What follows belongs to an exercise in optimizing a design on an open flow for small area; a production flow would make more cautious choices.
In this exercise RTL edits were held to simulation tests only and were not proved equivalent to the original.
No run shown here takes its clock network from TritonCTS; it comes from the design's own scripts or RTL.
The flow treats the clock pin as an ideal source. Dropping or thinning the clock tree relies on that and would not hold on a real chip.
Power figures rest on the tool's default switching activity, not on a simulated workload.

### flow/config.mk
export PLATFORM = sky130hd
export DESIGN_NAME = top
export DESIGN_NICKNAME = top
export VERILOG_FILES = /design/flow/design.v
export SDC_FILE = /design/flow/constraint.sdc
export NUM_CORES = 4
export LEC_CHECK = 0
export CAP_MARGIN = 0
export CORE_MARGIN = 2
export CORE_UTILIZATION = 70
export PLACE_DENSITY = 0.9
export SLEW_MARGIN = 0
### flow/constraint.sdc
create_clock -name core_clock -period 5.0 [get_ports {clk}]
set_input_delay 1.0000 -clock core_clock [delete_from_list [all_inputs] [get_ports {clk}]]
set_output_delay 1.0000 -clock core_clock [all_outputs]
set_load 0.01 [all_outputs]
### flow/design.v
module top(
  input clk,
  input rst_n,
  input din_rx,
  output dout_tx_s1,
  output dout_tx_s2,
  output [31:0] addr_tx_s1,
  output [31:0] addr_tx_s2
    );
  reg [3:0] rp;
  reg [5:0] rc1;
  wire r_idle = ~rp[3] & rp[1] & ~rp[0];                     
  wire r_stop = ~rp[3] & ~rp[1] & rp[0];                     
  wire rc1_51 = ~rc1[5] & ~rc1[4] & ~rc1[3] & ~rc1[2];       
  wire strobe = rp[3] & rc1_51;                              
  wire rx_done = r_stop & din_rx & rc1_51;                   
  always @(posedge clk) begin
    if (!rst_n)
      rp <= 4'd2;
    else if (r_idle) begin
      if (!din_rx) rp <= 4'd7;
    end else if (r_stop) begin
      if (din_rx & rc1_51) rp <= 4'd2;
    end else if (rc1_51)
      rp <= rp + 4'd1;
  end
  always @(posedge clk) begin
    if (r_idle)
      rc1 <= 6'd27;
    else if (rc1_51) begin
      if (!r_stop) rc1 <= 6'd5;
    end else if (!r_stop | din_rx)
      rc1 <= {rc1[4:0], rc1[5] ^ rc1[4]};
  end
  reg [3:0] k;
  reg [1:0] sel;        
  reg pw;               
  reg pw_seen;          
  reg [15:0] wd;        
  reg [31:0] wan;       
  reg [1:0] b;
  reg [3:0] p;
  reg [5:0] c;
  reg [1:0] gn;         
  wire idle  = b[1] & ~b[0];
  wire byte0 = ~b[1] & ~b[0];
  wire byte1 = ~b[1] & b[0];
  wire byte2 = b[1] & b[0];
  wire p_wait = ~p[3] & p[2];                   
  wire p_stop = ~p[3] & ~p[1] & p[0];           
  wire c50 = c[5] & ~c[4] & c[3] & ~c[2] & c[1];
  wire c_m2 = ~c[4] & ~c[3] & ~c[2] & ~c[1] & ~c[0];
  wire c_m1 = ~c[5] & ~c[4] & ~c[3] & ~c[2] & ~c[1];
  wire release_parser = byte1 & p_wait & c_m1;
  wire k_wait = ~k[3] & ~k[2];                  
  wire k_last = k[3] & k[2] & k[1] & k[0];      
  wire start = rx_done & k_last & (pw | pw_seen);
  always @(posedge clk) begin
    if (!rst_n) begin
      k <= 4'd6;
      pw_seen <= 0;
    end else begin
      if (k_wait) begin
        if (release_parser) k <= 4'd6;
      end else if (rx_done)
        k <= k + 4'd1;
      if (rx_done & k_last)
        pw_seen <= pw_seen | pw;
    end
  end
  always @(posedge clk) begin
    if (strobe & ~k[3] & ~k[0]) begin            
      if (rp[2:0] == 3'd0) sel[0] <= din_rx;
      if (rp[2:0] == 3'd1) sel[1] <= din_rx;
    end
    if (strobe & ~k[3] & k[0] & (rp[2:0] == 3'd0))    
      pw <= din_rx;
  end
  wire wd_rx  = strobe & pw & k[3] & ~k[2] & ~k[1];
  wire wd_tx  = c50 & p[3] & ~b[1];
  always @(posedge clk) begin
    if (wd_rx | wd_tx)
      wd <= {wd_rx ? din_rx : wd[0], wd[15:1]};
    if (strobe & pw & k[3] & k[2])
      wan <= {~din_rx, wan[31:1]};
  end
  always @(posedge clk) begin
    if (start) begin
      p <= 4'd7;
      c <= 6'd47;
    end else if (c50) begin
      if (p_stop) begin
        p <= 4'd7;
        c <= 6'd48;
      end else begin
        p <= p + 4'd1;
        c <= 6'd2;
      end
    end else
      c <= {c[4:0], c[5] ^ c[4]};
  end
  always @(posedge clk) begin
    if (!rst_n)
      b <= 2'b10;
    else if (start)
      b <= 2'b00;
    else if (~idle & c50 & p_stop)
      b <= {b[0], ~b[1]};      
  end
  always @(posedge clk) begin
    if (!rst_n)
      gn <= 2'b11;
    else if (p_wait & c_m2) begin
      if (byte0) gn <= ~{sel == 2'b01, sel == 2'b10};
      else if (byte2) gn <= 2'b11;
    end
  end
  reg tx1, tx2;
  always @(posedge clk) begin
    if (!rst_n) begin
      tx1 <= 0;
      tx2 <= 0;
    end else if (idle | p_stop) begin
      tx1 <= 1;
      tx2 <= 1;
    end else if (c50) begin
      if (p_wait) begin
        tx1 <= 0;
        tx2 <= 0;
      end else if (p[3]) begin
        tx1 <= ~gn[0] & wd[0];
        tx2 <= ~gn[1] & wd[0];
      end
    end
  end
  assign dout_tx_s1 = tx1;
  assign dout_tx_s2 = tx2;
  wire [31:0] an = {wan[7:0], wan[15:8], wan[23:16], wan[31:24]};
  assign addr_tx_s1 = ~(an | {32{gn[0]}});
  assign addr_tx_s2 = ~(an | {32{gn[1]}});
endmodule
### flow/flow/run.sh
#!/bin/bash
# The standard layout (standard.sh, standard synthesis) with three
# changes: the port buffers are the smallest buffer cell, the clock tree is a
# single level of buffers built by flow/cts_pre.tcl, and after the clock tree
# cells with spare slack are shrunk (flow/cts_post.tcl).
set -euo pipefail
F=$(pwd)/flow
bash standard.sh synth > synth.log 2>&1
MY_CTS_NBUF=3 MY_CTS_CELL=sky130_fd_sc_hd__clkbuf_16 bash standard.sh \
  "BUFFER_PORTS_ARGS=-buffer_cell sky130_fd_sc_hd__buf_1" \
  "PRE_CTS_TCL=$F/cts_pre.tcl" \
  "POST_CTS_TCL=$F/cts_post.tcl" \
  finish > layout.log 2>&1
### flow/flow/cts_post.tcl
# Shrink cells that have timing slack to spare, then fix any slew or
# capacitance limit that the shrinking broke.
estimate_parasitics -placement
repair_timing -recover_power 100 -verbose
repair_design -verbose
detailed_placement
### flow/flow/cts_pre.tcl
set cts_nbuf $::env(MY_CTS_NBUF)
set cts_cell $::env(MY_CTS_CELL)
set block [ord::get_db_block]
set db [ord::get_db]
set clknet [$block findNet clk]
set pts {}
foreach it [$clknet getITerms] {
  set inst [$it getInst]
  set box [$inst getBBox]
  lappend pts [list [expr {([$box xMin] + [$box xMax]) / 2.0}] [expr {([$box yMin] + [$box yMax]) / 2.0}] $it]
}
set n [llength $pts]
set sorted [lsort -real -index 0 $pts]
set cent {}
for {set g 0} {$g < $cts_nbuf} {incr g} {
  set e [lindex $sorted [expr {int(($g + 0.5) * $n / $cts_nbuf)}]]
  lappend cent [list [lindex $e 0] [lindex $e 1]]
}
set cap [expr {int(ceil(double($n) / $cts_nbuf))}]
for {set iter 0} {$iter < 50} {incr iter} {
  # balanced assignment: points in order of their best-distance, capped per cluster
  set cand {}
  foreach p $pts {
    for {set g 0} {$g < $cts_nbuf} {incr g} {
      set c [lindex $cent $g]
      lappend cand [list [expr {abs([lindex $p 0] - [lindex $c 0]) + abs([lindex $p 1] - [lindex $c 1])}] $g [lindex $p 2] [lindex $p 0] [lindex $p 1]]
    }
  }
  set cand [lsort -real -index 0 $cand]
  array unset asg
  array unset cnt
  for {set g 0} {$g < $cts_nbuf} {incr g} { set cnt($g) 0; set sx($g) 0.0; set sy($g) 0.0 }
  foreach c $cand {
    set it [lindex $c 2]
    if {[info exists asg($it)]} continue
    set g [lindex $c 1]
    if {$cnt($g) >= $cap} continue
    set asg($it) $g
    incr cnt($g)
    set sx($g) [expr {$sx($g) + [lindex $c 3]}]
    set sy($g) [expr {$sy($g) + [lindex $c 4]}]
  }
  set cent {}
  for {set g 0} {$g < $cts_nbuf} {incr g} {
    lappend cent [list [expr {$sx($g) / max(1, $cnt($g))}] [expr {$sy($g) / max(1, $cnt($g))}]]
  }
}
set master [$db findMaster $cts_cell]
for {set g 0} {$g < $cts_nbuf} {incr g} {
  set inst [odb::dbInst_create $block $master "clkbuf_leaf_$g"]
  set net [odb::dbNet_create $block "clknet_leaf_$g"]
  $net setSigType CLOCK
  [$inst findITerm A] connect $clknet
  [$inst findITerm X] connect $net
  set c [lindex $cent $g]
  set w [$master getWidth]
  $inst setLocation [expr {int([lindex $c 0])}] [expr {int([lindex $c 1])}]
  $inst setPlacementStatus PLACED
  set gnet($g) $net
}
foreach p $pts {
  set it [lindex $p 2]
  $it disconnect
  $it connect $gnet($asg($it))
}
puts "my_cts: $n sinks in $cts_nbuf clusters of [array get cnt] driven by $cts_cell"
rename clock_tree_synthesis orfs_clock_tree_synthesis
proc clock_tree_synthesis {args} {
  set_propagated_clock [all_clocks]
}
### flow/standard.sh
#!/bin/bash
# synth_recipe.tcl (not shown) runs the flow's synth.tcl, then flattens the netlist and writes it again
# the make line also repeats each setting of config.mk as NAME=value (left out here)
make -C /OpenROAD-flow-scripts/flow DESIGN_CONFIG=/design/flow/config.mk WORK_HOME=/design/flow/orfs CLKGATE_MAP_FILE= SYNTH_SCRIPT=/design/flow/synth_recipe.tcl "${@:-finish}"
==> results of run 1 <==
logic make-up after synthesis:
logic type / count (synthesis) / share of synthesized area
AOI/OAI and AO/OA: 34 / 0.0661
xor gates and xnor gates: 4 / 0.0101
adders and majority gates: 11 / 0.0395
buffers and inverters: 28 / 0.0356
DFF: 82 / 0.618
muxes: 5 / 0.0151
and+or+nand+nor: 144 / 0.216
sequential cells by signal, summed over array words and instances, names as in the netlist, 4 cells and up:
| name | cells |
|---|---|
| wd | 16 |
| wan | 32 |
| p | 4 |
| c | 6 |
| k | 4 |
| rp | 4 |
| rc1 | 6 |
area by class of cell:
class	count	area, um2
flip-flops and latches	82	2150
well taps	67	83.8
plain buffers	3	75.1
multi-input cells	198	1170
fillers	277	961
inverters	13	48.8
repair buffers	69	260
power by group:
part / internal (mW) / total [mW] / switching [mW]
Clock: 0.111 / 0.268 / 0.157
Sequential: 0.740 / 0.773 / 0.0335
Combinational: 0.0621 / 0.132 / 0.0695
Total: 0.913 / 1.17 / 0.260
metal layers:
metal  vias to the layer above  global-route usage  share of wire
met4                         0              0.0298          0.012
met3                         9             0.00949          0.058
met2                       105               0.461           0.51
li1                       1190                   -              -
met5                         -                   0              0
met1                      1170               0.324           0.42
cells in the mapped netlist, types with 2 or more instances:
cell / n
or3b_1: 3
nand2_2: 4
xor2_1: 2
nor2_1: 82
xnor2_1: 2
and4b_1: 3
nor2b_1: 2
o211ai_1: 3
or3_1: 2
ha_1: 11
nor3_1: 2
nand4_1: 4
dfxtp_1: 31
nor3b_1: 3
or2_2: 2
buf_6: 2
nor3b_4: 2
inv_1: 13
nand2_1: 16
clkbuf_1: 12
o21ai_0: 8
nand4b_1: 2
a21boi_0: 2
edfxtp_1: 51
mux2i_1: 3
a31oi_1: 2
nand3_1: 5
a21oi_1: 7
final timing paths:
path,slack [ns],depth (start not counted),from,end
max reg2reg,1.93,6,rc1[4],wd[3]
max,1.93,6,rc1[4],wd[3]
min reg2reg,0.43,0,wd[10],wd[9]
min,0.43,0,wd[10],wd[9]
through the flow:
step | hold WS, ns | util | power, mW | area [um2]
2_1_floorplan | 0.400 | - | 0.901 | 3480
3_3_place_gp | 0.401 | 0.790 | 0.918 | 3760
5_1_grt | 0.445 | 0.798 | 1.22 | 3790
6_report | 0.431 | 0.798 | 1.17 | 3790
3_5_place_dp | 0.405 | 0.790 | 0.928 | 3760
==> results.ini, run 1 <==
[sta]
skew_ns=0.0128
fin_tns_setup_ns=0
finalCriticalPeriod_ns=3.07
rsz0062_at_grt=false
fmax_mhz=326
setup_ws_ns=1.93
period_share=0.614
slew_viol_final=0
maxSlewHeadroom=0.212
worstMarginPinSlew_ns=1.18
finalSetupViolations=0
hold_viol=0

[logic_synthesis]
yosysTopAreaCellShare=0.440
synth_warnings=1
synthCells=308
synth_top_cell_by_area=edfxtp_1
synthArstFlopShare=0
synth_area_um2=3480
synth_area_leaders=edfxtp_1, dfxtp_1, nor2_1, ha_1, nand2_1
ys_ff_latch=82
ys.flop_type=edfxtp_1
syn_nets=322
seq_area_frac_synth=0.618
postSynthAreaPerCell_um2=11.3
synth-edff-count=51
ys_types=55

[setup_path]
cp_top_family=simple AND/OR/NAND/NOR gates
cpPeakStageDelay_ns=0.95
critPathRequiredTime_ns=4.80
cpMaxStageDelayCell=nor3b_1
cp-end-kind=flip-flop
cp_num_buf_inv=1
path_cells=inv_1, ha_1, nor3b_1, nand3_1, or3b_1, nand2_1
critPathArrivalTime_ns=2.87
cp-start-kind=flip-flop
cp_max_fo=16
critPathKind=reg2reg

[detailed_routing]
drt_wl_total_um=6810
drt.antenna.violating_nets=0
vias=2474
avgViaCountPerCell=5.73
wl_per_cell_um=15.8
firstDrtPassIters=4
drt_iter0_markers=284
drc=0

[floorplan]
die_y_um=74.5
rows=25
ioPinCount=69
die-area_um2=5560
start_util=0.733
core_area_um2=4750
die_w_um=74.5

[placed_design]
dpl.hpwl_um=4850
post-place-ws_ns=2.54
numPortBuffers=68
gp_congestion=0.807
dp_cells=429

[cells_and_area]
nets=381
final_common_cell=nor2_1
final_cell_mix=nor2_1, buf_1, edfxtp_1, dfxtp_1, nand2_1
diodes=0
layoutNonFillerInstCount=432
drive_above_1_share=0.0548
area_delta_synth_final_pct=8.91

[min_path]
hold_class=reg2reg

[global_routing]
grt_pass1_vias=2205
antenna_found_initial=0
grt_pass1_wl_um=10600
groute.usage.overall=0.244
grt_max_degree=35
overflow=0

[power_and_ir_drop]
ir_drop_mv=0.255
powerDensity_nw_per_um2=309
p_leak_nw=1.36

[status]
status=finished clean

[clocking]
clk_latency_ns=0.17
clkTransAtPathRegs_ns=0.10

[run]
maxCapViolations=0

==> run 2: changes to the inputs <==
--- a/flow/design.v
+++ b/flow/design.v
@@ -10,18 +10,17 @@
   reg [3:0] rp;
   reg [5:0] rc1;
-  wire r_idle = ~rp[3] & rp[1] & ~rp[0];                     
-  wire r_stop = ~rp[3] & ~rp[1] & rp[0];                     
+  wire r_idle = rp[3] & ~rp[2] & rp[1];                      
+  wire r_stop = rp[3] & rp[1] & ~rp[0];                      
+  wire r_data = ~rp[1] | (~rp[2] & ~rp[0]) | (~rp[3] & rp[0]);
+  wire r_bit0 = rp[3] & rp[2];                               
+  wire r_bit1 = rp[3] & rp[0];                               
   wire rc1_51 = ~rc1[5] & ~rc1[4] & ~rc1[3] & ~rc1[2];       
-  wire strobe = rp[3] & rc1_51;                              
+  wire strobe = r_data & rc1_51;                             
   wire rx_done = r_stop & din_rx & rc1_51;                   
   always @(posedge clk) begin
-    if (!rst_n)
-      rp <= 4'd2;
-    else if (r_idle) begin
-      if (!din_rx) rp <= 4'd7;
-    end else if (r_stop) begin
-      if (din_rx & rc1_51) rp <= 4'd2;
-    end else if (rc1_51)
-      rp <= rp + 4'd1;
+    if (!rst_n | rx_done)
+      rp <= 4'd11;
+    else if (r_idle ? !din_rx : (rc1_51 & ~r_stop))
+      rp <= {rp[2:0], rp[3] ^ rp[0]};
   end
   always @(posedge clk) begin
@@ -53,16 +52,16 @@
   wire c_m1 = ~c[5] & ~c[4] & ~c[3] & ~c[2] & ~c[1];
   wire release_parser = byte1 & p_wait & c_m1;
-  wire k_wait = ~k[3] & ~k[2];                  
-  wire k_last = k[3] & k[2] & k[1] & k[0];      
+  wire k_wait = k[2] & ~k[1] & k[0];            
+  wire k_last = k[2] & k[1] & ~k[0];            
   wire start = rx_done & k_last & (pw | pw_seen);
   always @(posedge clk) begin
     if (!rst_n) begin
-      k <= 4'd6;
+      k <= 4'd12;
       pw_seen <= 0;
     end else begin
       if (k_wait) begin
-        if (release_parser) k <= 4'd6;
+        if (release_parser) k <= 4'd12;
       end else if (rx_done)
-        k <= k + 4'd1;
+        k <= {k[2:0], k[3] ^ k[0]};
       if (rx_done & k_last)
         pw_seen <= pw_seen | pw;
@@ -70,17 +69,17 @@
   end
   always @(posedge clk) begin
-    if (strobe & ~k[3] & ~k[0]) begin            
-      if (rp[2:0] == 3'd0) sel[0] <= din_rx;
-      if (rp[2:0] == 3'd1) sel[1] <= din_rx;
+    if (strobe & k[3] & k[2] & ~k[1]) begin      
+      if (r_bit0) sel[0] <= din_rx;
+      if (r_bit1) sel[1] <= din_rx;
     end
-    if (strobe & ~k[3] & k[0] & (rp[2:0] == 3'd0))    
+    if (strobe & k[3] & ~k[2] & k[0] & r_bit0)    
       pw <= din_rx;
   end
-  wire wd_rx  = strobe & pw & k[3] & ~k[2] & ~k[1];
+  wire wd_rx  = strobe & pw & ~k[3] & ~k[0];         
   wire wd_tx  = c50 & p[3] & ~b[1];
   always @(posedge clk) begin
     if (wd_rx | wd_tx)
       wd <= {wd_rx ? din_rx : wd[0], wd[15:1]};
-    if (strobe & pw & k[3] & k[2])
+    if (strobe & pw & k[1] & (k[0] | k[2]))           
       wan <= {~din_rx, wan[31:1]};
   end
==> results.ini, run 2 <==
[logic_synthesis]
synth-edff-count=51  ; unchanged
synth_area_um2=3370  ; was 3480 um2
synth_top_cell_by_area=edfxtp_1  ; unchanged
ys.flop_type=edfxtp_1  ; unchanged
synthArstFlopShare=0  ; unchanged
postSynthAreaPerCell_um2=10.9  ; was 11.3 um2
synthCells=308  ; unchanged
synth_most_common_cell=nor2_1  ; unchanged
ys_types=44  ; was 55
seq_area_frac_synth=0.639  ; was 0.618
ys_ff_latch=82  ; unchanged
yosysTopAreaCellShare=0.455  ; was 0.440
synth_warnings=1  ; unchanged
syn_nets=320  ; was 322
synth_area_leaders=edfxtp_1, dfxtp_1, nor2_1, ha_1, nand2_1  ; unchanged
synth.top_cells.by_count=nor2_1, edfxtp_1, dfxtp_1  ; unchanged

[setup_path]
critPathRequiredTime_ns=5.01  ; was 4.80 ns
cp-start-kind=input port  ; was flip-flop
cpPeakStageDelay_ns=0.87  ; was 0.95 ns
critPathArrivalTime_ns=2.69  ; was 2.87 ns
cp_max_fo=11  ; was 16
cp_num_buf_inv=1  ; unchanged
critPathKind=in2reg  ; was reg2reg
cp_top_family=simple AND/OR/NAND/NOR gates  ; unchanged
cp-end-kind=flip-flop  ; unchanged
path_cells=clkbuf_1, nand4b_1, nor4_1, o21ai_0  ; was inv_1, ha_1, nor3b_1, nand3_1, or3b_1, nand2_1
cpMaxStageDelayCell=nor4_1  ; was nor3b_1

[run]
maxCapViolations=0  ; unchanged

[cells_and_area]
top_regs=wan: 32 flops, wd: 16 flops  ; unchanged
largest_reg_flops=32  ; unchanged
final_cell_mix=nor2_1, buf_1, edfxtp_1, dfxtp_1, nand2_1  ; unchanged
multi_input_area_um2=1110  ; was 1170 um2
nets=381  ; unchanged
fillers=278  ; was 277
regMostFlops=wan  ; unchanged
seqCellArea_um2=2150  ; unchanged
area_delta_synth_final_pct=9.96  ; was 8.91%
final_common_cell=nor2_1  ; unchanged
fin_util=0.789  ; was 0.798
drive_above_1_share=0.0245  ; was 0.0548
diodes=0  ; unchanged

[global_routing]
antenna_found_initial=0  ; unchanged
grt_max_degree=35  ; unchanged
grt_pass1_wl_um=9620  ; was 10600 um
grt_pass1_vias=2111  ; was 2205
overflow=0  ; unchanged
groute.usage.overall=0.224  ; was 0.244

[status]
status=finished clean  ; unchanged

[detailed_routing]
vias=2416  ; was 2474
drt.antenna.violating_nets=0  ; unchanged
avgViaCountPerCell=5.74  ; was 5.73
drc=0  ; unchanged
drt_wl_total_um=6330  ; was 6810 um
drt_iter0_markers=171  ; was 284
wl_per_cell_um=15.0  ; was 15.8 um
firstDrtPassIters=4  ; unchanged

[sta]
fin_hold_ws_ns=0.428  ; was 0.431 ns
setup_ws_ns=2.31  ; was 1.93 ns
finalCriticalPeriod_ns=2.69  ; was 3.07 ns
fmax_mhz=372  ; was 326 MHz
worstMarginPinSlew_ns=1.14  ; was 1.18 ns
fin_tns_setup_ns=0  ; unchanged
hold_viol=0  ; unchanged
slew_viol_final=0  ; unchanged
skew_ns=0.00957  ; was 0.0128 ns
rsz0062_at_grt=false  ; unchanged
period_share=0.537  ; was 0.614
finalSetupViolations=0  ; unchanged
maxSlewHeadroom=0.239  ; was 0.212

[floorplan]
ioPinCount=69  ; unchanged
die-area_um2=5380  ; was 5560 um2
die_w_um=73.4  ; was 74.5 um
core_area_um2=4690  ; was 4750 um2
die_y_um=73.4  ; was 74.5 um
start_util=0.718  ; was 0.733
rows=25  ; unchanged

[placed_design]
gp_congestion=0.880  ; was 0.807
post-place-ws_ns=2.32  ; was 2.54 ns
numPortBuffers=68  ; unchanged
dpl.hpwl_um=4370  ; was 4850 um

[power_and_ir_drop]
power_mw=1.06  ; was 1.17 mW
pwr-share-clk=0.250  ; was 0.228
p_leak_nw=1.37  ; was 1.36 nW
comb_power_share=0.049  ; was 0.112
powerDensity_nw_per_um2=285  ; was 309 nW/um2
ir_drop_mv=0.233  ; was 0.255 mV
sw_frac_of_total=0.187  ; was 0.222
p_sw_uw=197  ; was 260 uW
p_int_uw=859  ; was 913 uW
seq_power_share=0.701  ; was 0.659

[clocking]
clk_latency_ns=0.16  ; was 0.17 ns
clkTransAtPathRegs_ns=0.10  ; about the same

[min_path]
hold_class=reg2reg  ; unchanged

run 2: final cells by class:
class,count,area share
timing repair buffer,70,0.0713
multi-input combinational,202,0.299
sequential,82,0.581
tap,54,0.0182
buffer,3,0.0203
inverter,10,0.0101
run 2: final timing paths:
path	start	to	slack, ns	depth (start not counted)
max	din_rx	b[1]	2.31	4
min	wd[7]	wd[6]	0.43	0
max reg2reg	rc1[4]	wd[1]	2.42	7
min reg2reg	wd[7]	wd[6]	0.43	0
run 2: worst register-to-register path: stages (launching register included):
cell,delay (ns)
dfxtp_1,0.32
inv_1,0.07
ha_1,0.15
nor3b_1,0.48
o31a_1,0.29
nand3_1,0.13
o21ai_0,0.22
clkbuf_1,0.55
run 2: layer usage:
metal	part of all wire	GRT usage
met5	0	0
met4	0.011	0.0283
met1	0.45	0.314
met3	0.051	0.0178
met2	0.49	0.397
run 2: cells by family (layout without fill, tap and decap cells):
logic type	Yosys count	count (layout)	synth area share
AOI/OAI and AO/OA	39	39	0.0765
and+or+nand+nor	147	147	0.203
xor gates and xnor gates	2	2	0.00520
adders and majority gates	9	9	0.0334
muxes	5	5	0.0152
DFF	82	82	0.639
buffers and inverters	24	83	0.0275
run 2: per-stage QoR:
stage / instance area [um2] / instances
floorplan: 3370 / 308
global placement: 3650 / 418
detailed placement: 3650 / 418
global route: 3700 / 421
finish: 3700 / 421
run 2: power groups by stage:
stage	clock network (mW)	logic, mW	registers [mW]
after global placement	0	0.0501	0.755
after detailed placement	0	0.0519	0.756
after floorplan	0	0.0424	0.753
after global routing	0.288	0.0597	0.743
final	0.264	0.0514	0.741
==> run 3: changes to the inputs <==
--- a/flow/design.v
+++ b/flow/design.v
@@ -48,7 +48,7 @@
   wire p_wait = ~p[3] & p[2];                   
   wire p_stop = ~p[3] & ~p[1] & p[0];           
-  wire c50 = c[5] & ~c[4] & c[3] & ~c[2] & c[1];
-  wire c_m2 = ~c[4] & ~c[3] & ~c[2] & ~c[1] & ~c[0];
-  wire c_m1 = ~c[5] & ~c[4] & ~c[3] & ~c[2] & ~c[1];
+  wire c50 = ~c[5] & c[4] & ~c[3] & c[2] & ~c[1] & ~c[0];
+  wire c_m2 = ~c[4] & c[3] & ~c[2] & ~c[1] & ~c[0];
+  wire c_m1 = ~c[5] & ~c[3] & ~c[2] & ~c[1] & ~c[0];
   wire release_parser = byte1 & p_wait & c_m1;
   wire k_wait = k[2] & ~k[1] & k[0];            
@@ -87,15 +87,15 @@
     if (start) begin
       p <= 4'd7;
-      c <= 6'd47;
+      c <= 6'd6;
     end else if (c50) begin
       if (p_stop) begin
         p <= 4'd7;
-        c <= 6'd48;
+        c <= 6'd4;
       end else begin
         p <= p + 4'd1;
-        c <= 6'd2;
+        c <= 6'd32;
       end
     end else
-      c <= {c[4:0], c[5] ^ c[4]};
+      c <= {c[4:0], c[5] ^ c[0]};
   end
   always @(posedge clk) begin
==> results.ini, run 3 <==
[detailed_routing]
wl_met2_um=3270  ; was 3110 um
firstDrtPassIters=4  ; unchanged
drt.antenna.violating_nets=0  ; unchanged
vias=2381  ; was 2416
met1_length_um=2720  ; was 2830 um
drt_wl_total_um=6410  ; was 6330 um
avgViaCountPerCell=5.84  ; was 5.74
wl_met3_um=341  ; was 320 um
wl_per_cell_um=15.7  ; was 15.0 um
top_layer=met4  ; unchanged
drc=0  ; unchanged
drt_iter0_markers=162  ; was 171

[power_and_ir_drop]
powerDensity_nw_per_um2=310  ; was 285 nW/um2
ir_drop_mv=0.304  ; was 0.233 mV
power_mw=1.14  ; was 1.06 mW
p_leak_nw=1.36  ; was 1.37 nW

[setup_path]
path_cells=inv_1, ha_1, nor3b_1, o211ai_1, nor2_1, clkbuf_1, buf_8  ; was clkbuf_1, nand4b_1, nor4_1, o21ai_0
cp_num_cells=7  ; was 4
critPathKind=reg2reg  ; was in2reg
critPathRequiredTime_ns=4.86  ; was 5.01 ns
cp_top_family=simple AND/OR/NAND/NOR gates  ; unchanged
r2r_slack_ns=1.83  ; was 2.42 ns
cp-end-kind=flip-flop  ; unchanged
cpPeakStageDelay_ns=0.88  ; was 0.87 ns
cpMaxStageDelayCell=nor3b_1  ; was nor4_1
cp_num_buf_inv=3  ; was 1
cp_max_fo=19  ; was 11
critPathArrivalTime_ns=3.04  ; was 2.69 ns
cp-start-kind=flip-flop  ; was input port
reg2regPathDepth=7  ; unchanged

[logic_synthesis]
seq_area_frac_synth=0.646  ; was 0.639
syn_nets=305  ; was 320
synth.top_cells.by_count=nor2_1, edfxtp_1, dfxtp_1  ; unchanged
synth-edff-count=51  ; unchanged
ys_ff_latch=82  ; unchanged
postSynthAreaPerCell_um2=11.3  ; was 10.9 um2
synth_area_um2=3330  ; was 3370 um2
synthCells=295  ; was 308
ys.flop_type=edfxtp_1  ; unchanged
synthArstFlopShare=0  ; unchanged
ys_types=41  ; was 44
synth_warnings=1  ; unchanged
yosysTopAreaCellShare=0.460  ; was 0.455
synth_most_common_cell=nor2_1  ; unchanged
synth_area_leaders=edfxtp_1, dfxtp_1, nor2_1, ha_1, o211ai_1  ; was edfxtp_1, dfxtp_1, nor2_1, ha_1, nand2_1
synth_top_cell_by_area=edfxtp_1  ; unchanged

[floorplan]
die_y_um=73.0  ; was 73.4 um
start_util=0.715  ; was 0.718
core_area_um2=4660  ; was 4690 um2
rows=25  ; unchanged
ioPinCount=69  ; unchanged
die_w_um=73.0  ; was 73.4 um
die-area_um2=5330  ; was 5380 um2

[placed_design]
gp_congestion=0.801  ; was 0.880
numPortBuffers=68  ; unchanged
dpl-instance-area_um2=3600  ; was 3650 um2
dpl.hpwl_um=4480  ; was 4370 um

[sta]
fin_hold_ws_ns=0.429  ; was 0.428 ns
finalCriticalPeriod_ns=3.17  ; was 2.69 ns
fin_tns_setup_ns=0  ; unchanged
skew_ns=0.0123  ; was 0.00957 ns
hold_viol=0  ; unchanged
slew_viol_final=0  ; unchanged
finalSetupViolations=0  ; unchanged
maxSlewHeadroom=0.254  ; was 0.239
worstMarginPinSlew_ns=1.12  ; was 1.14 ns
fmax_mhz=315  ; was 372 MHz
period_share=0.635  ; was 0.537
rsz0062_at_grt=false  ; unchanged

[min_path]
hold_class=reg2reg  ; unchanged
hold_path_depth=0  ; unchanged

[global_routing]
grt_pass1_wl_um=9610  ; was 9620 um
antenna_found_initial=0  ; unchanged
overflow=0  ; unchanged
grt_pass1_vias=2066  ; was 2111
groute.usage.overall=0.228  ; was 0.224
grt_max_degree=35  ; unchanged

[cells_and_area]
top_regs=wan: 32 flops, wd: 16 flops  ; unchanged
drive_above_1_share=0.0226  ; was 0.0245
fillers=277  ; was 278
final_common_cell=nor2_1  ; unchanged
fin_util=0.790  ; was 0.789
area_delta_synth_final_pct=10.4  ; was 9.96%
diodes=0  ; unchanged
regMostFlops=wan  ; unchanged
largest_reg_flops=32  ; unchanged
stdcell_area_um2=3680  ; was 3700 um2
nets=366  ; was 381
final_cell_mix=nor2_1, buf_1, edfxtp_1, dfxtp_1, nand2_1  ; unchanged

[run]
maxCapViolations=0  ; unchanged

[clocking]
clk_latency_ns=0.16  ; about the same
clkTransAtPathRegs_ns=0.10  ; about the same

[status]
status=finished clean  ; unchanged

[run 3: cell types whose count changed after synthesis, moves of 3 or more]
cell	change
a31oi_1	+3
and2_1	+3
o21ai_0	-4
nand2_1	-8
o21a_1	-3
nand4b_1	-3
o211ai_1	+6
a21o_1	+5
nand3b_1	+4
nor2_1	-8
nor3_1	-4
[run 3: cells by family (layout without fill, tap and decap cells)]
logic type                 Yosys count  count (layout)  synth area share
AOI/OAI and AO/OA                   40              40            0.0800
and+or+nand+nor                    131             131             0.191
buffers and inverters               26              85            0.0304
DFF                                 82              82             0.646
xor gates and xnor gates             3               3           0.00789
muxes                                6               6            0.0184
adders and majority gates            7               7            0.0263
[run 3: area by class of cell]
class | count | area [um2] | share of cell area
buffer | 3 | 75.1 | 0.0204
inverter | 11 | 41.3 | 0.0112
multi-input combinational | 187 | 1060 | 0.289
sequential | 82 | 2150 | 0.585
tap | 54 | 67.6 | 0.0184
timing repair buffer | 71 | 282 | 0.0765
[run 3: stage by stage]
stage	std cells	setup slack [ns]
floorplan	295	2.21
global placement	403	2.39
detailed placement	403	2.27
global route	408	1.58
finish	408	1.83
[run 3: final timing paths]
check / start / end
setup / recovery: rc1[4] / wan[31]
hold / removal: wd[9] / wd[8]
setup reg to reg: rc1[4] / wan[31]
hold reg to reg: wd[9] / wd[8]
[run 3: per-layer routing]
metal,vias up,GRT usage
li1,1157,-
met1,1139,0.312
met2,77,0.408
met3,8,0.0152
met4,0,0.0350
met5,-,0
[run 3: worst reg2reg max path, delay by kind of cell, from the launching register on]
family	cells	cell delay (ns)
flops	1	0.32
fa+ha+maj	1	0.17
compound gates	1	0.24
simple gates	2	1.27
buf+inv	3	0.88
[run 3: power breakdown]
group	total, mW	leakage, nW	internal, mW	switching [mW]
Sequential	0.770	0.715	0.741	0.0288
Clock	0.262	0.0370	0.110	0.151
Combinational	0.110	0.613	0.0477	0.0618
==> run 4: changes to the inputs <==
==> flow/flow/run.sh (replaced) <==
#!/bin/bash
# The standard layout (standard.sh) with these changes:
#  - after the standard synthesis, flow/resyn.sh re-maps its combinational
#    logic for area (flip-flops untouched, equivalence proven by Yosys);
#  - the port buffers are the smallest buffer cell;
#  - the clock tree is a single level of buffers built by flow/cts_pre.tcl;
#  - after the clock tree, cells with spare slack are shrunk (flow/cts_post.tcl).
set -euo pipefail
F=$(pwd)/flow
R=$(pwd)/orfs/results/$FLOW_PLATFORM/top/base
bash standard.sh synth > synth.log 2>&1
bash $F/resyn.sh $R $FLOW_HOME/platforms/$FLOW_PLATFORM > resyn.log 2>&1
rm -f $R/1_synth.odb $R/1_synth.sdc
MY_CTS_NBUF=3 MY_CTS_CELL=sky130_fd_sc_hd__clkbuf_16 bash standard.sh \
  "BUFFER_PORTS_ARGS=-buffer_cell sky130_fd_sc_hd__buf_1" \
  "PRE_CTS_TCL=$F/cts_pre.tcl" \
  "POST_CTS_TCL=$F/cts_post.tcl" \
  finish > layout.log 2>&1
==> flow/flow/area.abc (new file) <==
strash
dch -f
amap
strash
dch -f
amap
==> flow/flow/cutff.py (new file) <==
#!/usr/bin/env python3
"""Turns a flat gate-level netlist into a purely combinational one for an
equivalence check: every flip-flop instance is removed, its Q net becomes an
input port and its D / DE nets become output ports, all named after the
instance, so two netlists with the same flip-flops can be compared with a
combinational miter."""
import re, sys
src, dst = sys.argv[1], sys.argv[2]
t = open(src).read()
ff = re.compile(r'\n\s*sky130_fd_sc_hd__(?:dfxtp|edfxtp)_\d+\s+(\S+)\s*\((.*?)\);', re.S)
ins, outs, assigns = [], [], []
def key(name):
    return 'ff_' + re.sub(r'[^A-Za-z0-9]', '_', name)
def repl(m):
    k = key(m.group(1))
    pins = dict((p, v.strip()) for p, v in re.findall(r'\.(\w+)\(([^()]*)\)', m.group(2)))
    ins.append(k + '_Q')
    assigns.append('  assign %s = %s_Q ;' % (pins['Q'], k))
    for p in ('D', 'DE'):
        if p in pins:
            outs.append('%s_%s' % (k, p))
            assigns.append('  assign %s_%s = %s ;' % (k, p, pins[p]))
    return '\n'
t = ff.sub(repl, t)
m = re.search(r'module\s+top\s*\((.*?)\);', t, re.S)
ports = m.group(1).strip() + ', ' + ', '.join(ins + outs)
decl = ''.join('  input %s;\n' % p for p in ins) + ''.join('  output %s;\n' % p for p in outs)
t = t[:m.start()] + 'module top(' + ports + ');\n' + decl + t[m.end():]
t = t.replace('endmodule', '\n'.join(assigns) + '\nendmodule', 1)
open(dst, 'w').write(t)
==> flow/flow/resyn.sh (new file) <==
#!/bin/bash
# Re-maps the combinational logic of the standard synthesis netlist for area
# with ABC, leaving every flip-flop instance (name, cell type, connections)
# exactly as the standard synthesis made it. The result replaces
# 1_2_yosys.v only if Yosys proves it equivalent to the standard netlist
# and the flip-flop lists match; otherwise the standard netlist is kept.
# usage: resyn.sh RESULTS_DIR PLATFORM_DIR
set -euo pipefail
R=$1; P=$2
F=$(cd "$(dirname "$0")" && pwd)
LIB=$(ls $P/lib/sky130_fd_sc_hd__tt_025C_1v80.lib)
YOSYS=yosys
if [[ -x $FLOW_HOME/../tools/install/yosys/bin/yosys ]]; then YOSYS=$FLOW_HOME/../tools/install/yosys/bin/yosys; fi
DU=$(sed -n '/DONT_USE_CELLS += /,/^$/p' $P/config.mk | grep -o 'sky130_fd_sc_hd__[a-z0-9_]*' | sort -u | sed 's/^/-dont_use /' | tr '\n' ' ')
cp $R/1_2_yosys.v $R/1_2_yosys_standard.v
# the library's combinational cells as Verilog modules (sequential ones stay
# black boxes)
$YOSYS -p "read_liberty -ignore_miss_func $LIB; write_verilog -noattr cells_all.v" > cells_yosys.log 2>&1
awk '/^module /{buf=""; keep=1} {buf=buf $0 "\n"} /always|reg /{keep=0} /^endmodule/{if(keep) printf "%s", buf}' cells_all.v > cells_comb.v
cat > resyn.ys <<EOY
read_liberty -lib -ignore_miss_func $LIB
read_verilog -overwrite cells_comb.v
read_verilog $R/1_2_yosys_standard.v
hierarchy -top top
flatten
delete t:\$scopeinfo
techmap
opt -fast
abc -liberty $LIB $DU -script $F/area.abc
opt_clean -purge
rename -hide {w:*\$func\$*}
write_verilog -noattr -nohex -nodec resyn.v
tee -o resyn_stat.txt stat -liberty $LIB
EOY
$YOSYS -s resyn.ys > resyn_yosys.log 2>&1
ffs() { grep -E '^ *sky130_fd_sc_hd__(dfxtp|edfxtp|dfrtp|dfstp|sdfxtp|dfxbp)_[0-9]+ ' "$1" | awk '{sub(/_[0-9]+$/,"",$1); print $1, $2}' | sort; }
ffs $R/1_2_yosys_standard.v > ff_standard.txt
ffs resyn.v > ff_resyn.txt
# combinational check: flip-flops cut into ports, then a SAT miter
python3 $F/cutff.py $R/1_2_yosys_standard.v cut_standard.v
python3 $F/cutff.py resyn.v cut_resyn.v
cat > equiv.ys <<EOY
read_liberty -lib -ignore_miss_func $LIB
read_verilog -overwrite cells_comb.v
read_verilog cut_standard.v
rename top gold
read_verilog cut_resyn.v
rename top gate
flatten gold gate
delete t:\$scopeinfo
miter -equiv -flatten -make_assert gold gate miter
hierarchy -top miter
sat -verify -prove-asserts miter
EOY
if cmp -s ff_standard.txt ff_resyn.txt && [[ -s ff_standard.txt ]] && $YOSYS -s equiv.ys > equiv_yosys.log 2>&1; then
  cp resyn.v $R/1_2_yosys.v
  echo "resyn: using the re-mapped netlist ($(grep -i 'chip area' resyn_stat.txt))"
else
  echo "resyn: keeping the standard netlist"
fi
==> results.ini, run 4 <==
[cells_and_area]
largest_reg_flops=32  ; unchanged
multi_input_area_um2=866  ; was 1060 um2
nets=367  ; was 366
final_cell_mix=nor2_1, buf_1, edfxtp_1, dfxtp_1, clkinv_1  ; was nor2_1, buf_1, edfxtp_1, dfxtp_1, nand2_1
drive_above_1_share=0.0138  ; was 0.0226
top_regs=wan: 32 flops, wd: 16 flops  ; unchanged
seqCellArea_um2=2150  ; unchanged
diodes=0  ; unchanged
stdcell_area_um2=3530  ; was 3680 um2
regMostFlops=wan  ; unchanged
fin_util=0.816  ; was 0.790
layoutNonFillerInstCount=414  ; was 408
final_common_cell=nor2_1  ; unchanged
fillers=253  ; was 277
area_delta_synth_final_pct=13.4  ; was 10.4%

[setup_path]
cp-start-kind=flip-flop  ; unchanged
cp-end-kind=flip-flop  ; unchanged
crit-reg2reg-launch=rc1[4]  ; unchanged
cp_max_fo=16  ; was 19
crit_path_start=rc1[4]  ; unchanged
critPathRequiredTime_ns=4.80  ; was 4.86 ns
critPathArrivalTime_ns=2.70  ; was 3.04 ns
critPathKind=reg2reg  ; unchanged

[global_routing]
overflow=0  ; unchanged
grt_pass1_wl_um=11500  ; was 9610 um
groute.usage.overall=0.290  ; was 0.228
antenna_found_initial=0  ; unchanged
grt_max_degree=35  ; unchanged
grt_pass1_vias=2337  ; was 2066

[floorplan]
die-area_um2=4990  ; was 5330 um2
die_w_um=70.7  ; was 73.0 um
rows=24  ; was 25
core_area_um2=4320  ; was 4660 um2
ioPinCount=69  ; unchanged
die_y_um=70.7  ; was 73.0 um
start_util=0.719  ; was 0.715

[sta]
fin_tns_setup_ns=0  ; unchanged
finalSetupViolations=0  ; unchanged
rsz0062_at_grt=false  ; unchanged
fin_hold_ws_ns=0.429  ; about the same
finalCriticalPeriod_ns=2.89  ; was 3.17 ns
hold_viol=0  ; unchanged
period_share=0.579  ; was 0.635
slew_viol_final=0  ; unchanged
skew_ns=0.00712  ; was 0.0123 ns
maxSlewHeadroom=0.227  ; was 0.254
worstMarginPinSlew_ns=1.16  ; was 1.12 ns
setup_ws_ns=2.11  ; was 1.83 ns
fmax_mhz=345  ; was 315 MHz

[logic_synthesis]
postSynthAreaPerCell_um2=10.8  ; was 11.3 um2
synth_area_um2=3110  ; was 3330 um2
synthCells=289  ; was 295
synth_warnings=1  ; unchanged
syn_nets=292  ; was 305

[placed_design]
dpl.hpwl_um=5150  ; was 4480 um
dp_cells=411  ; was 403
numPortBuffers=68  ; unchanged
post-place-ws_ns=2.13  ; was 2.27 ns
gp_congestion=0.925  ; was 0.801
dpl-instance-area_um2=3460  ; was 3600 um2

[power_and_ir_drop]
ir_drop_mv=0.268  ; was 0.304 mV
powerDensity_nw_per_um2=315  ; was 310 nW/um2
power_mw=1.11  ; was 1.14 mW
p_leak_nw=1.16  ; was 1.36 nW

[detailed_routing]
drc=0  ; unchanged
wl_per_cell_um=17.5  ; was 15.7 um
avgViaCountPerCell=5.96  ; was 5.84
vias=2466  ; was 2381
drt_iter0_markers=274  ; was 162
firstDrtPassIters=5  ; was 4
drt.antenna.violating_nets=0  ; unchanged
drt_wl_total_um=7240  ; was 6410 um

[status]
status=finished clean  ; unchanged

[clocking]
clkTransAtPathRegs_ns=0.10  ; about the same
clk_latency_ns=0.16  ; about the same

[run]
maxCapViolations=0  ; unchanged

[min_path]
min-delay-start=wd[4]  ; was wd[9]
hold_class=reg2reg  ; unchanged

-- run 4: path summary, 6_finish.rpt --
| kind | endpoint | slack, ns | cells after the start |
|---|---|---|---|
| max | wd[9] | 2.11 | 4 |
| min | wd[3] | 0.43 | 0 |
| max reg2reg | wd[9] | 2.11 | 4 |
| min reg2reg | wd[3] | 0.43 | 0 |
-- run 4: critical path, stage by stage, from the launching register on --
cell      delay [ns]
dfxtp_1         0.36
nor4_1          0.90
nand3b_1        0.27
nor3_1          0.38
a31o_1          0.62
-- run 4: final cells by class --
class                      instances  area share
sequential                        82       0.610
multi-input combinational        179       0.245
timing repair buffer              70      0.0748
inverter                          28      0.0298
buffer                             3      0.0213
tap                               52      0.0184
-- run 4: power by group --
part / switching (mW) / internal (mW)
Combinational: 0.0477 / 0.0287
Clock: 0.162 / 0.111
Sequential: 0.0227 / 0.738
-- run 4: layer usage --
layer | vias up | wire, um | global-route usage
met3 | 18 | 539 | 0.0214
met1 | 1145 | 2670 | 0.357
met5 | - | 0 | 0
li1 | 1153 | - | -
met4 | 0 | 182 | 0.0755
met2 | 150 | 3850 | 0.555
==> run 5: changes to the inputs <==
--- a/flow/design.v
+++ b/flow/design.v
@@ -15,5 +15,5 @@
   wire r_bit0 = rp[3] & rp[2];                               
   wire r_bit1 = rp[3] & rp[0];                               
-  wire rc1_51 = ~rc1[5] & ~rc1[4] & ~rc1[3] & ~rc1[2];       
+  wire rc1_51 = rc1[5] & ~rc1[3] & rc1[2] & ~rc1[1] & ~rc1[0];       
   wire strobe = r_data & rc1_51;                             
   wire rx_done = r_stop & din_rx & rc1_51;                   
@@ -26,9 +26,9 @@
   always @(posedge clk) begin
     if (r_idle)
-      rc1 <= 6'd27;
+      rc1 <= 6'd7;
     else if (rc1_51) begin
       if (!r_stop) rc1 <= 6'd5;
     end else if (!r_stop | din_rx)
-      rc1 <= {rc1[4:0], rc1[5] ^ rc1[4]};
+      rc1 <= {rc1[4:0], rc1[5] ^ rc1[0]};
   end
   reg [3:0] k;
==> flow/flow/area1.abc (new file) <==
strash
dch -f
amap
strash
dch -f
amap
==> flow/flow/area2.abc (new file) <==
strash
&get -n
&deepsyn -T 20
&put
dch -f
amap
--- a/flow/flow/resyn.sh
+++ b/flow/flow/resyn.sh
@@ -18,5 +18,8 @@
 $YOSYS -p "read_liberty -ignore_miss_func $LIB; write_verilog -noattr cells_all.v" > cells_yosys.log 2>&1
 awk '/^module /{buf=""; keep=1} {buf=buf $0 "\n"} /always|reg /{keep=0} /^endmodule/{if(keep) printf "%s", buf}' cells_all.v > cells_comb.v
-cat > resyn.ys <<EOY
+best=""
+for A in $F/area*.abc; do
+n=$(basename $A .abc)
+cat > resyn_$n.ys <<EOY
 read_liberty -lib -ignore_miss_func $LIB
 read_verilog -overwrite cells_comb.v
@@ -27,11 +30,17 @@
 techmap
 opt -fast
-abc -liberty $LIB $DU -script $F/area.abc
+abc -liberty $LIB $DU -script $A
 opt_clean -purge
 rename -hide {w:*\$func\$*}
-write_verilog -noattr -nohex -nodec resyn.v
-tee -o resyn_stat.txt stat -liberty $LIB
+write_verilog -noattr -nohex -nodec resyn_$n.v
+tee -o resyn_stat_$n.txt stat -liberty $LIB
 EOY
-$YOSYS -s resyn.ys > resyn_yosys.log 2>&1
+$YOSYS -s resyn_$n.ys > resyn_yosys_$n.log 2>&1
+area=$(grep -i 'chip area' resyn_stat_$n.txt | awk '{print $NF}')
+echo "resyn: $n gives $area"
+if [[ -z $best ]] || awk -v a=$area -v b=$bestarea 'BEGIN{exit !(a<b)}'; then best=$n; bestarea=$area; fi
+done
+cp resyn_$best.v resyn.v
+cp resyn_stat_$best.txt resyn_stat.txt
 ffs() { grep -E '^ *sky130_fd_sc_hd__(dfxtp|edfxtp|dfrtp|dfstp|sdfxtp|dfxbp)_[0-9]+ ' "$1" | awk '{sub(/_[0-9]+$/,"",$1); print $1, $2}' | sort; }
 ffs $R/1_2_yosys_standard.v > ff_standard.txt
removed: flow/flow/area.abc
==> results.ini, run 5 <==
[global_routing]
grt_pass1_vias=2072  ; was 2337
antenna_found_initial=0  ; unchanged
groute.usage.overall=0.244  ; was 0.290
grt_max_degree=34  ; was 35
grt_pass1_wl_um=9730  ; was 11500 um
overflow=0  ; unchanged

[power_and_ir_drop]
powerDensity_nw_per_um2=377  ; was 315 nW/um2
p_sw_uw=334  ; was 232 uW
p_int_uw=975  ; was 877 uW
power_mw=1.31  ; was 1.11 mW
p_leak_nw=1.18  ; was 1.16 nW
ir_drop_mv=0.466  ; was 0.268 mV
sw_frac_of_total=0.255  ; was 0.209
seq_power_share=0.646  ; was 0.685
comb_power_share=0.156  ; was 0.069
pwr-share-clk=0.199  ; was 0.246

[placed_design]
gp_congestion=0.834  ; was 0.925
dpl-instance-area_um2=3400  ; was 3460 um2
dpl.hpwl_um=4530  ; was 5150 um
numPortBuffers=68  ; unchanged

[cells_and_area]
top_regs=wan: 32 flops, wd: 16 flops  ; unchanged
area_delta_synth_final_pct=13.1  ; was 13.4%
nets=361  ; was 367
drive_above_1_share=0.0140  ; was 0.0138
regMostFlops=wan  ; unchanged
final_common_cell=nor2_1  ; unchanged
diodes=0  ; unchanged
stdcell_area_um2=3470  ; was 3530 um2
largest_reg_flops=32  ; unchanged
final_cell_mix=nor2_1, buf_1, edfxtp_1, dfxtp_1, clkinv_1  ; unchanged

[sta]
fin_tns_setup_ns=0  ; unchanged
worstMarginPinSlew_ns=1.07  ; was 1.16 ns
maxSlewHeadroom=0.285  ; was 0.227
finalCriticalPeriod_ns=2.65  ; was 2.89 ns
finalSetupViolations=0  ; unchanged
rsz0062_at_grt=false  ; unchanged
hold_viol=0  ; unchanged
fmax_mhz=377  ; was 345 MHz
slew_viol_final=0  ; unchanged
period_share=0.531  ; was 0.579
skew_ns=0.0115  ; was 0.00712 ns

[detailed_routing]
vias=2294  ; was 2466
drt_iter0_markers=213  ; was 274
drc=0  ; unchanged
drt.antenna.violating_nets=0  ; unchanged
wl_per_cell_um=14.8  ; was 17.5 um
firstDrtPassIters=5  ; unchanged
avgViaCountPerCell=5.62  ; was 5.96
drt_wl_total_um=6060  ; was 7240 um

[setup_path]
critPathKind=in2reg  ; was reg2reg
cp-end-kind=flip-flop  ; unchanged
critPathArrivalTime_ns=2.71  ; was 2.70 ns
cp_max_fo=10  ; was 16
critPathRequiredTime_ns=5.05  ; was 4.80 ns
r2r_slack_ns=2.52  ; was 2.11 ns
cp-start-kind=input port  ; was flip-flop

[clocking]
clk_latency_ns=0.16  ; about the same
clkTransAtPathRegs_ns=0.10  ; about the same

[logic_synthesis]
postSynthAreaPerCell_um2=10.8  ; about the same
synth_area_um2=3070  ; was 3110 um2
syn_nets=287  ; was 292
synth_warnings=1  ; unchanged
synthCells=284  ; was 289

[status]
status=finished clean  ; unchanged

[floorplan]
ioPinCount=69  ; unchanged
die_y_um=70.2  ; was 70.7 um
start_util=0.715  ; was 0.719
core_area_um2=4290  ; was 4320 um2
die_w_um=70.2  ; was 70.7 um
rows=24  ; unchanged
die-area_um2=4930  ; was 4990 um2

[min_path]
hold_class=reg2reg  ; unchanged

[run]
maxCapViolations=0  ; unchanged

[run 5: cell count changes in the layout (fill, tap and decap cells not counted), moves of 3 or more]
cell,delta
a21oi_1,-5
a221o_1,-4
a31oi_1,-3
clkbuf_1,-3
nor3_1,+3
nor4_1,-4
o22ai_1,+3
or2_0,+3
[run 5: worst max-delay path, stage by stage]
cell	delay [ns]
buf_1	0.19
clkinv_1	0.14
o21a_1	0.24
nand2_1	0.17
nor3_1	0.07
o21ai_0	0.16
clkinv_1	0.33
or3_1	0.41
[run 5: cell type report]
class | count | area [um2]
fillers | 274 | 821
plain buffers | 3 | 75.1
inverters | 30 | 113
repair buffers | 69 | 260
multi-input cells | 172 | 808
well taps | 52 | 65.1
flip-flops and latches | 82 | 2150
[run 5: routing by layer]
metal / track usage / wire, um / vias up
met5: 0 / 0 / -
met4: 0.0556 / 99 / 0
met3: 0.0115 / 318 / 10
met2: 0.436 / 3140 / 86
met1: 0.335 / 2500 / 1081
li1: - / - / 1117
[run 5: power groups by stage]
stage	Combinational, mW	Clock [mW]	Sequential, mW
detailed placement	0.203	0	0.859
global route	0.238	0.278	0.856
floorplan	0.158	0	0.843
finish	0.204	0.260	0.846
global placement	0.185	0	0.852
[run 5: path summary, 6_finish.rpt]
path / start / end / cells past startpoint
setup / recovery: din_rx / p[0] / 8
hold / removal: wd[4] / wd[3] / 0
setup reg to reg: c[0] / p[3] / 8
hold reg to reg: wd[4] / wd[3] / 0
[run 5: per-stage QoR]
| step | instances | utilization | hold WS [ns] | setup WS, ns |
|---|---|---|---|---|
| after global placement | 405 | 0.792 | 0.403 | 2.24 |
| after floorplan | 284 | - | 0.400 | 2.37 |
| after global routing | 408 | 0.809 | 0.436 | 2.12 |
| final | 408 | 0.809 | 0.431 | 2.35 |
| after detailed placement | 405 | 0.792 | 0.406 | 2.18 |
==> run 6: changes to the inputs <==
--- a/flow/flow/run.sh
+++ b/flow/flow/run.sh
@@ -12,5 +12,5 @@
 bash $F/resyn.sh $R $FLOW_HOME/platforms/$FLOW_PLATFORM > resyn.log 2>&1
 rm -f $R/1_synth.odb $R/1_synth.sdc
-MY_CTS_NBUF=3 MY_CTS_CELL=sky130_fd_sc_hd__clkbuf_16 bash standard.sh \
+MY_CTS_NBUF=4 MY_CTS_CELL=sky130_fd_sc_hd__clkbuf_8 bash standard.sh \
   "BUFFER_PORTS_ARGS=-buffer_cell sky130_fd_sc_hd__buf_1" \
   "PRE_CTS_TCL=$F/cts_pre.tcl" \
--- a/flow/config.mk
+++ b/flow/config.mk
@@ -8,5 +8,5 @@
 export CAP_MARGIN = 0
 export CORE_MARGIN = 2
-export CORE_UTILIZATION = 70
-export PLACE_DENSITY = 0.9
+export CORE_UTILIZATION = 80
+export PLACE_DENSITY = 0.95
 export SLEW_MARGIN = 0
==> results.ini, run 6 <==
[sta]
maxSlewHeadroom=0.206  ; was 0.285
skew_ns=0.0151  ; was 0.0115 ns
setup_ws_ns=1.77  ; was 2.35 ns
fin_hold_ws_ns=0.441  ; was 0.431 ns
fmax_mhz=310  ; was 377 MHz
hold_viol=0  ; unchanged
rsz0062_at_grt=false  ; unchanged
period_share=0.645  ; was 0.531
finalSetupViolations=0  ; unchanged
fin_tns_setup_ns=0  ; unchanged
finalCriticalPeriod_ns=3.23  ; was 2.65 ns
worstMarginPinSlew_ns=1.19  ; was 1.07 ns
slew_viol_final=0  ; unchanged

[placed_design]
dp_cells=401  ; was 405
dpl.hpwl_um=5300  ; was 4530 um
post-place-ws_ns=1.92  ; was 2.18 ns
gp_congestion=0.885  ; was 0.834
dpl-instance-area_um2=3400  ; about the same
numPortBuffers=68  ; unchanged

[setup_path]
cp-start-kind=flip-flop  ; was input port
reg2regPathDepth=8  ; unchanged
crit_path_start=c[0]  ; was din_rx
critPathRequiredTime_ns=5.05  ; about the same
cpMaxStageDelayCell=nor4_1  ; was or3_1
cp-end-kind=flip-flop  ; unchanged
cp_max_fo=5  ; was 10
critPathKind=reg2reg  ; was in2reg
crit-reg2reg-launch=c[0]  ; unchanged
critPathArrivalTime_ns=3.28  ; was 2.71 ns
timing.rr.end=p[3]  ; unchanged
cp_num_buf_inv=1  ; was 3
path_common_cell=nor2_1  ; was clkinv_1
cpPeakStageDelay_ns=0.89  ; was 0.41 ns
path_cells=or2_0, nor4_1, clkinv_1, nor2_1, nand2_1, nor2_1, nor2_1, a211oi_1  ; was buf_1, clkinv_1, o21a_1, nand2_1, nor3_1, o21ai_0, clkinv_1, or3_1
r2r_slack_ns=1.77  ; was 2.52 ns
cp_top_family=simple AND/OR/NAND/NOR gates  ; was buffers and inverters

[floorplan]
ioPinCount=69  ; unchanged
start_util=0.832  ; was 0.715
die_w_um=66.0  ; was 70.2 um
core_area_um2=3690  ; was 4290 um2
rows=22  ; was 24
die-area_um2=4350  ; was 4930 um2
die_y_um=66.0  ; was 70.2 um

[global_routing]
grt_pass1_wl_um=13800  ; was 9730 um
antenna_found_initial=0  ; unchanged
overflow=0  ; unchanged
grt_pass1_vias=2474  ; was 2072
grt_max_degree=34  ; unchanged
groute.usage.overall=0.435  ; was 0.244

[detailed_routing]
drc=0  ; unchanged
firstDrtPassIters=5  ; unchanged
drt_iter0_markers=495  ; was 213
avgViaCountPerCell=6.60  ; was 5.62
wl_per_cell_um=22.1  ; was 14.8 um
drt_wl_total_um=8930  ; was 6060 um
drt.antenna.violating_nets=0  ; unchanged
vias=2673  ; was 2294

[logic_synthesis]
postSynthAreaPerCell_um2=10.8  ; unchanged
synthCells=284  ; unchanged
synth_warnings=1  ; unchanged
synth_area_um2=3070  ; unchanged
syn_nets=287  ; unchanged

[power_and_ir_drop]
seq_power_share=0.642  ; was 0.646
comb_power_share=0.189  ; was 0.156
p_sw_uw=413  ; was 334 uW
p_leak_nw=1.17  ; was 1.18 nW
ir_drop_mv=0.462  ; was 0.466 mV
power_mw=1.35  ; was 1.31 mW
powerDensity_nw_per_um2=392  ; was 377 nW/um2
pwr-share-clk=0.170  ; was 0.199
p_int_uw=940  ; was 975 uW
sw_frac_of_total=0.305  ; was 0.255

[cells_and_area]
final_common_cell=nor2_1  ; unchanged
largest_reg_flops=32  ; unchanged
diodes=0  ; unchanged
final_cell_mix=nor2_1, buf_1, edfxtp_1, dfxtp_1, clkinv_1  ; unchanged
nets=362  ; was 361
regMostFlops=wan  ; unchanged
fin_util=0.935  ; was 0.809
multi_input_area_um2=808  ; unchanged
fillers=113  ; was 274
layoutNonFillerInstCount=405  ; was 408
stdcell_area_um2=3450  ; was 3470 um2
seqCellArea_um2=2150  ; unchanged
top_regs=wan: 32 flops, wd: 16 flops  ; unchanged
area_delta_synth_final_pct=12.3  ; was 13.1%
drive_above_1_share=0.0168  ; was 0.0140

[min_path]
hold_class=reg2reg  ; unchanged
hold_path_depth=0  ; unchanged
min_to=wd[7]  ; was wd[3]
min-delay-start=wd[8]  ; was wd[4]

[status]
status=finished clean  ; unchanged

[run]
maxCapViolations=0  ; unchanged

[clocking]
clkTransAtPathRegs_ns=0.12  ; was 0.10 ns
clk_latency_ns=0.17  ; was 0.16 ns

-- run 6: power groups by stage --
stage / clock network [mW] / logic, mW / registers, mW
after global routing: 0.244 / 0.273 / 0.868
after global placement: 0 / 0.187 / 0.852
after detailed placement: 0 / 0.213 / 0.862
after floorplan: 0 / 0.158 / 0.843
final: 0.230 / 0.255 / 0.868
-- run 6: worst max-delay path by stage --
stage	to	depth (start not counted)
detailed placement	c[2]	8
finish	p[3]	8
global placement	c[2]	8
floorplan	wan[0]	6
global route	p[3]	8
-- run 6: layout make-up --
| class | instances | share of cell area |
|---|---|---|
| inverters | 30 | 0.0327 |
| repair buffers | 69 | 0.0755 |
| multi-input cells | 172 | 0.234 |
| plain buffers | 4 | 0.0160 |
| flip-flops and latches | 82 | 0.624 |
| well taps | 48 | 0.0174 |
-- run 6: worst register-to-register path: cells and delay by family (launching register included) --
family,cells,cell delay (ns)
simple gates,6,2.01
buf+inv,1,0.37
compound gates,1,0.37
flops,1,0.36
-- run 6: routing by layer --
layer,track usage,routed length (um)
met1,0.541,2950
met2,0.758,4400
met3,0.0818,1130
met4,0.168,450
met5,0,0
==> run 7: changes to the inputs <==
--- a/flow/design.v
+++ b/flow/design.v
@@ -27,7 +27,9 @@
     if (r_idle)
       rc1 <= 6'd7;
-    else if (rc1_51) begin
-      if (!r_stop) rc1 <= 6'd5;
-    end else if (!r_stop | din_rx)
+    else if (r_stop & !din_rx)
+      rc1 <= rc1;                    
+    else if (rc1_51)
+      rc1 <= 6'd5;                   
+    else
       rc1 <= {rc1[4:0], rc1[5] ^ rc1[0]};
   end
@@ -110,8 +112,6 @@
     if (!rst_n)
       gn <= 2'b11;
-    else if (p_wait & c_m2) begin
-      if (byte0) gn <= ~{sel == 2'b01, sel == 2'b10};
-      else if (byte2) gn <= 2'b11;
-    end
+    else if (p_wait & c_m2 & (b[1] == b[0]))    
+      gn <= b[1] ? 2'b11 : ~{sel == 2'b01, sel == 2'b10};
   end
   reg tx1, tx2;
--- a/flow/flow/run.sh
+++ b/flow/flow/run.sh
@@ -12,5 +12,5 @@
 bash $F/resyn.sh $R $FLOW_HOME/platforms/$FLOW_PLATFORM > resyn.log 2>&1
 rm -f $R/1_synth.odb $R/1_synth.sdc
-MY_CTS_NBUF=4 MY_CTS_CELL=sky130_fd_sc_hd__clkbuf_8 bash standard.sh \
+MY_CTS_NBUF=3 MY_CTS_CELL=sky130_fd_sc_hd__clkbuf_16 bash standard.sh \
   "BUFFER_PORTS_ARGS=-buffer_cell sky130_fd_sc_hd__buf_1" \
   "PRE_CTS_TCL=$F/cts_pre.tcl" \
==> flow/flow/area3.abc (new file) <==
strash
&get -n
&deepsyn -T 20 -S 3
&put
dch -f
amap
==> flow/flow/area4.abc (new file) <==
strash
&get -n
&deepsyn -T 20
&put
strash
dch -f
amap
topo
dnsize
--- a/flow/config.mk
+++ b/flow/config.mk
@@ -8,5 +8,5 @@
 export CAP_MARGIN = 0
 export CORE_MARGIN = 2
-export CORE_UTILIZATION = 80
-export PLACE_DENSITY = 0.95
+export CORE_UTILIZATION = 70
+export PLACE_DENSITY = 0.9
 export SLEW_MARGIN = 0
==> results.ini, run 7 <==
[setup_path]
reg2regPathDepth=6  ; was 8
timing.rr.end=wan[30]  ; was p[3]
cp_num_buf_inv=2  ; was 1
cp-end-kind=flip-flop  ; unchanged
cpMaxStageDelayCell=clkbuf_1  ; was nor4_1
path_cells=clkinv_1, or2_0, nor4_1, o211ai_1, nor2_1, clkbuf_1  ; was or2_0, nor4_1, clkinv_1, nor2_1, nand2_1, nor2_1, nor2_1, a211oi_1
cp_num_cells=6  ; was 8
cp_top_family=simple AND/OR/NAND/NOR gates  ; unchanged
critPathKind=reg2reg  ; unchanged
critPathArrivalTime_ns=3.27  ; was 3.28 ns
cp_max_fo=22  ; was 5
critPathRequiredTime_ns=4.78  ; was 5.05 ns
cpPeakStageDelay_ns=0.96  ; was 0.89 ns
r2r_slack_ns=1.51  ; was 1.77 ns
crit-reg2reg-launch=rc1[5]  ; was c[0]
cp-start-kind=flip-flop  ; unchanged

[sta]
rsz0062_at_grt=false  ; unchanged
fin_hold_ws_ns=0.418  ; was 0.441 ns
fmax_mhz=286  ; was 310 MHz
period_share=0.698  ; was 0.645
finalCriticalPeriod_ns=3.49  ; was 3.23 ns
worstMarginPinSlew_ns=1.21  ; was 1.19 ns
setup_ws_ns=1.51  ; was 1.77 ns
slew_viol_final=0  ; unchanged
hold_viol=0  ; unchanged
skew_ns=0.0116  ; was 0.0151 ns
fin_tns_setup_ns=0  ; unchanged
maxSlewHeadroom=0.191  ; was 0.206
finalSetupViolations=0  ; unchanged

[cells_and_area]
multi_input_area_um2=812  ; was 808 um2
largest_reg_flops=32  ; unchanged
drive_above_1_share=0.00852  ; was 0.0168
regMostFlops=wan  ; unchanged
area_delta_synth_final_pct=13.2  ; was 12.3%
diodes=0  ; unchanged
fillers=274  ; was 113
final_cell_mix=nor2_1, buf_1, edfxtp_1, dfxtp_1, clkinv_1  ; unchanged
seqCellArea_um2=2150  ; unchanged
nets=357  ; was 362
final_common_cell=nor2_1  ; unchanged
stdcell_area_um2=3460  ; was 3450 um2
top_regs=wan: 32 flops, wd: 16 flops  ; unchanged

[placed_design]
numPortBuffers=68  ; unchanged
dpl-instance-area_um2=3400  ; about the same
gp_congestion=0.895  ; was 0.885
dpl.hpwl_um=4580  ; was 5300 um
post-place-ws_ns=2.19  ; was 1.92 ns

[logic_synthesis]
synthCells=279  ; was 284
postSynthAreaPerCell_um2=11.0  ; was 10.8 um2
synth_warnings=1  ; unchanged
synth_area_um2=3060  ; was 3070 um2
syn_nets=282  ; was 287

[detailed_routing]
drt.antenna.violating_nets=0  ; unchanged
drt_wl_total_um=6240  ; was 8930 um
avgViaCountPerCell=5.70  ; was 6.60
wl_per_cell_um=15.4  ; was 22.1 um
drt_iter0_markers=229  ; was 495
drc=0  ; unchanged
firstDrtPassIters=4  ; was 5
vias=2302  ; was 2673

[global_routing]
overflow=0  ; unchanged
antenna_found_initial=0  ; unchanged
grt_max_degree=35  ; was 34
grt_pass1_vias=2047  ; was 2474
groute.usage.overall=0.249  ; was 0.435
grt_pass1_wl_um=9920  ; was 13800 um

[min_path]
min-delay-start=wd[6]  ; was wd[8]
hold_class=reg2reg  ; unchanged
hold_path_depth=0  ; unchanged
min_to=wd[5]  ; was wd[7]

[floorplan]
ioPinCount=69  ; unchanged
core_area_um2=4290  ; was 3690 um2
rows=24  ; was 22
start_util=0.713  ; was 0.832
die_y_um=70.1  ; was 66.0 um
die_w_um=70.1  ; was 66.0 um
die-area_um2=4920  ; was 4350 um2

[status]
status=finished clean  ; unchanged

[clocking]
clk_latency_ns=0.16  ; was 0.17 ns
clkTransAtPathRegs_ns=0.10  ; was 0.12 ns

[power_and_ir_drop]
p_leak_nw=1.15  ; was 1.17 nW
powerDensity_nw_per_um2=381  ; was 392 nW/um2
ir_drop_mv=0.307  ; was 0.462 mV
power_mw=1.32  ; was 1.35 mW

[run]
maxCapViolations=0  ; unchanged

==> run 7: report_power, final <==
part / total (mW) / internal (mW) / switching, mW / leakage, nW
Sequential: 0.849 / 0.790 / 0.0587 / 0.715
Combinational: 0.210 / 0.0852 / 0.124 / 0.396
Clock: 0.261 / 0.110 / 0.151 / 0.0370
==> run 7: layout make-up <==
cell class                      instances  share of cell area
Sequential cell                        82               0.621
Tap cell                               52              0.0188
Multi-Input combinational cell        171               0.234
Inverter                               26              0.0282
Buffer                                  3              0.0217
Timing Repair Buffer                   70              0.0758
==> run 7: worst reg2reg max path, cell delays in order, from the launching register on <==
cell      delay (ns)
dfxtp_1         0.33
clkinv_1        0.09
or2_0           0.26
nor4_1          0.47
o211ai_1        0.22
nor2_1          0.77
clkbuf_1        0.96
==> run 7: metrics by stage <==
step / utilization / cells
global route: 0.807 / 404
global placement: 0.792 / 401
floorplan: - / 279
finish: 0.807 / 404
detailed placement: 0.792 / 401
==> run 7: worst max path at each step <==
stage	to	start
final	wan[30]	rc1[5]
after global routing	wan[30]	rc1[5]
after detailed placement	wd[11]	rc1[5]
after global placement	b[1]	din_rx
after floorplan	wan[0]	rc1[5]
==> run 7: metal layers <==
| layer | part of all wire | vias up | GRT usage |
|---|---|---|---|
| li1 | - | 1119 | - |
| met1 | 0.41 | 1072 | 0.352 |
| met2 | 0.51 | 105 | 0.448 |
| met3 | 0.067 | 6 | 0.0188 |
| met4 | 0.010 | 0 | 0.0235 |
| met5 | 0 | - | 0 |

-- separate check: timing with driven ports --
In the flow no input, the clock included, has a driving cell. The finished layouts below were timed again as built, in two steps.
Step 1 sets driving cells, clkbuf_16 on the clock port and buf_2 on the other inputs (assumed; they add their load-dependent delay and slew).
Step 2 also shifts input and output timing later by t, the mid clock arrival at the registers, as if the neighbouring blocks saw the same clock.
Three values: ideal, step 1, step 2; two values: the first two.
run	t, ns	slack for setup (ns)	worst data-port slew with drivers (ns)	cell pins on the clock port's net
run 1	0.221	1.930 / 1.930 / 1.930	0.03	3
run 2	0.217	2.313 / 2.339 / 2.135	0.03	3
run 3	0.216	1.825 / 1.825 / 1.825	0.03	3
run 4	0.220	2.106 / 2.106 / 2.106	0.03	3
run 5	0.208	2.346 / 2.379 / 2.171	0.03	3
run 6	0.228	1.774 / 1.774 / 1.611	0.03	4
run 7	0.214	1.508 / 1.508 / 1.508	0.03	3
After both steps every run listed still meets setup and hold. For run 2, which loses most, drivers alone change the setup slack by +0.026 ns; drivers and shift together by -0.178 ns.
